This design comes from an exercise in tuning for small area, a short achievable clock period and few clock cycles on the open sky130 flow, not from production work. In this exercise RTL edits were held to simulation tests only and were not proved equivalent to the original. Power and IR drop assume default switching activity.

== the previous run ==
## Histograma
module Histograma (
    input  wire        clk,
    input  wire        reset,             
    input  wire [13:0] data_ener,
    input  wire [5:0]  data_cant,
    input  wire        enable,
    input  wire        escritura_signal,
    input  wire [9:0]  dir_inicio,
    output reg  [13:0] hist_data,
    output reg  [9:0]  hist_addr,
    output reg         r_w_hist,
    output reg  [10:0] cant_ener_addr,
    output wire        r_w_cant_ener,
    output reg         fin_signal
);
Size in the first run: about 72 I/O pins, roughly 20000 um2 of cells after synthesis.
==> flow/config.mk <==
export PLATFORM = sky130hd
export DESIGN_NAME = Histograma
export DESIGN_NICKNAME = Histograma
export VERILOG_FILES = /design/flow/design.v
export SDC_FILE = /design/flow/constraint.sdc
export NUM_CORES = 4
export LEC_CHECK = 0
export CAP_MARGIN = 20
export CORE_MARGIN = 2
export CORE_UTILIZATION = 55
export CTS_CLUSTER_DIAMETER = 80
export CTS_CLUSTER_SIZE = 22
export SETUP_SLACK_MARGIN = 4.2
export SLEW_MARGIN = 20
==> flow/constraint.sdc <==
create_clock -name core_clock -period 6.5 [get_ports {clk}]
set_input_delay 1.3000 -clock core_clock [delete_from_list [all_inputs] [get_ports {clk}]]
set_output_delay 1.3000 -clock core_clock [all_outputs]
set_load 0.01 [all_outputs]
standard.sh (not shown) runs the stock make flow with config.mk's settings and CLKGATE_MAP_FILE= SYNTH_SCRIPT=/design/flow/synth_recipe.tcl, a recipe that flattens the netlist after the stock synthesis.
==> flow/flow/run.sh <==
#!/bin/bash
# The standard layout, with the resizer free to swap cells across footprints
# (so the port buffers it inserts can become plain buffers when timing needs).
set -euo pipefail
bash standard.sh MATCH_CELL_FOOTPRINT=0 finish > flow_make.log 2>&1
Testbench counts of the previous run, summed over its fixed seeds: cycles 19,957.
Modified inputs, the current run compared to the previous run
- changing SETUP_SLACK_MARGIN from 4.2 to 3.9
--- outcome ---
- Of the current run and the previous run, the run reporting the higher wire length on met1 was the previous run.
- Going from the previous run to the current run, antenna diode count has increased; combinational group power now smaller; worst hold slack lost 0.015 ns; sequential power decreased about 0.9%; logic gate share of total power shrank by 1.0 points.
- Minimum setup slack in the final design came out lower on the current run than on the previous run.
- Having completed the whole flow, the current run delivered a layout that passed the timing, DRC and antenna checks.

---

Another version of the RTL of Histograma (not shown whole).
For scale: roughly 1300 cells after synthesis, roughly 530 flip-flops.
Settings: LEC_CHECK=0, CAP_MARGIN=20, CORE_MARGIN=2, CORE_UTILIZATION=65, CTS_CLUSTER_DIAMETER=80, CTS_CLUSTER_SIZE=22, SETUP_SLACK_MARGIN=4.25, SLEW_MARGIN=20; clock period 6.5 ns.
==> flow/flow/run.sh <==
#!/bin/bash
# The standard layout, with the resizer free to swap cells across footprints
# and the ports buffered with the smallest buffer (the resizer sizes them up
# where timing needs).
set -euo pipefail
bash standard.sh MATCH_CELL_FOOTPRINT=0 "BUFFER_PORTS_ARGS=-buffer_cell sky130_fd_sc_hd__buf_1" finish > flow_make.log 2>&1
The starting point finished clean.
Testbench counts at the start, summed over its fixed seeds: cycles 19,861.
Edit:
- CORE_UTILIZATION: 65 -> 55
- SETUP_SLACK_MARGIN: 4.25 -> 4.3
Die area came out higher by about a fifth.
First-iteration DRC count falls by roughly a tenth.
Via count rises slightly.
Combinational power went up by a little under a tenth.
Edit:
- CORE_UTILIZATION: 55 -> 65
- CTS_CLUSTER_SIZE: 22 -> 25
- SETUP_SLACK_MARGIN: 4.3 -> 4.25
The changed run completed without violations.
Global-route usage increases by 2.1 points.
Cell area is lower by 2.9%.
First-iteration DRC count went up by 15%.
Non-clock buffer count came out lower by 36.

---

Starting RTL as in the previous note.
export LEC_CHECK = 0
export CAP_MARGIN = 20
export CORE_MARGIN = 2
export CORE_UTILIZATION = 75
export CTS_CLUSTER_DIAMETER = 80
export CTS_CLUSTER_SIZE = 25
export SETUP_SLACK_MARGIN = 4.15
export SLEW_MARGIN = 20
create_clock -name core_clock -period 6.5 [get_ports {clk}]
Scripts as last shown in full above: flow/flow/run.sh
The baseline finished with timing, DRC and antenna clean.
Testbench counts at the start, summed over its fixed seeds: cycles 19,861.
Change:
- CORE_UTILIZATION: 75 -> 55
- CTS_CLUSTER_SIZE: 25 -> 22
- SETUP_SLACK_MARGIN: 4.15 -> 4.25
Result:
- The new run passed the timing, DRC and antenna checks
- final cell count climbs by a little under a tenth
- clock-buffer cell count climbs by 5
- setup slack is worse by 0.046 ns
Change:
- CORE_UTILIZATION: 55 -> 70
- CTS_CLUSTER_SIZE: 22 -> 25
- SETUP_SLACK_MARGIN: 4.25 -> 4.15
Result: Critical path depth is unchanged; count of clock-buffer cells in the layout drops by 6; die area drops by 21%.
Change:
- SETUP_SLACK_MARGIN: 4.15 -> 3.95
What happened: Synthesized area is unchanged. Power shrinks by 1.9%. Final area drops by 3.2%.
Change:
- CTS_CLUSTER_SIZE: 25 -> 28
- SETUP_SLACK_MARGIN: 3.95 -> 4.25
Effect:
- The new run passed the timing, DRC and antenna checks
- via count rises by 2.4%
- routed wire length grows by 4.8%
- clock power fell by about 6%
Change:
- CTS_CLUSTER_SIZE: 28 -> 25
- SETUP_SLACK_MARGIN: 4.25 -> 4.05
Result: The changed run ran to the end with no violations; via count decreases by a few percent; maximum frequency goes down slightly; count of clock-buffer cells in the layout increases by 3; synthesized area does not change; die area does not change; final cell count shrinks by a few percent; synthesized cell count stays the same; global-route usage is lower by 1.7 points; setup slack got worse by 0.028 ns; final area shrinks by a few percent; register-to-register slack got worse by 0.09 ns.

-- what the ideal ports hide --
No port has a modelled driver above. Below, the same layouts with a new extraction and two added sets of constraints. Step 1, drivers: a clkbuf_16 drives clk and a buf_2 each remaining input, both assumed. Step 2 also shifts input and output timing later by t, the mid clock arrival at the registers, as if the neighbouring blocks saw the same clock. Three values: no drivers, after step 1, after step 2; two values: the first two.
| run | t, ns | slack for setup (ns) | latest minus earliest clock arrival (ns) | slew at the worst register clock pin (ns) |
|---|---|---|---|---|
| the previous run | 0.631 | 4.097 / 4.042 / 3.632 | 0.027 / 0.027 | 0.09 / 0.09 |
| the current run | 0.641 | 3.989 / 3.934 / 3.426 | 0.028 / 0.027 | 0.09 / 0.09 |
| the first run of note 2 | 0.629 | 4.092 / 4.037 / 3.749 | 0.018 / 0.019 | 0.09 / 0.09 |
| the second run of note 2 | 0.631 | 4.114 / 4.056 / 3.798 | 0.021 / 0.021 | 0.09 / 0.09 |
| the third run of note 2 | 0.617 | 4.091 / 4.037 / 3.760 | 0.020 / 0.020 | 0.10 / 0.10 |
| the first run of note 3 | 0.609 | 4.114 / 4.062 / 3.653 | 0.024 / 0.024 | 0.10 / 0.10 |
| the second run of note 3 | 0.641 | 4.068 / 4.011 / 3.731 | 0.025 / 0.025 | 0.09 / 0.09 |
| the third run of note 3 | 0.609 | 4.138 / 4.085 / 3.670 | 0.026 / 0.026 | 0.10 / 0.10 |
| the fourth run of note 3 | 0.605 | 3.904 / 3.904 / 3.552 | 0.020 / 0.019 | 0.10 / 0.10 |
| the fifth run of note 3 | 0.607 | 4.097 / 4.043 / 3.725 | 0.017 / 0.017 | 0.11 / 0.11 |
| the sixth run of note 3 | 0.593 | 4.068 / 4.019 / 3.664 | 0.042 / 0.041 | 0.10 / 0.10 |
After both steps setup and hold are still met in every run listed. For the current run, which loses most, drivers alone change the setup slack by -0.055 ns; drivers and shift together by -0.563 ns.
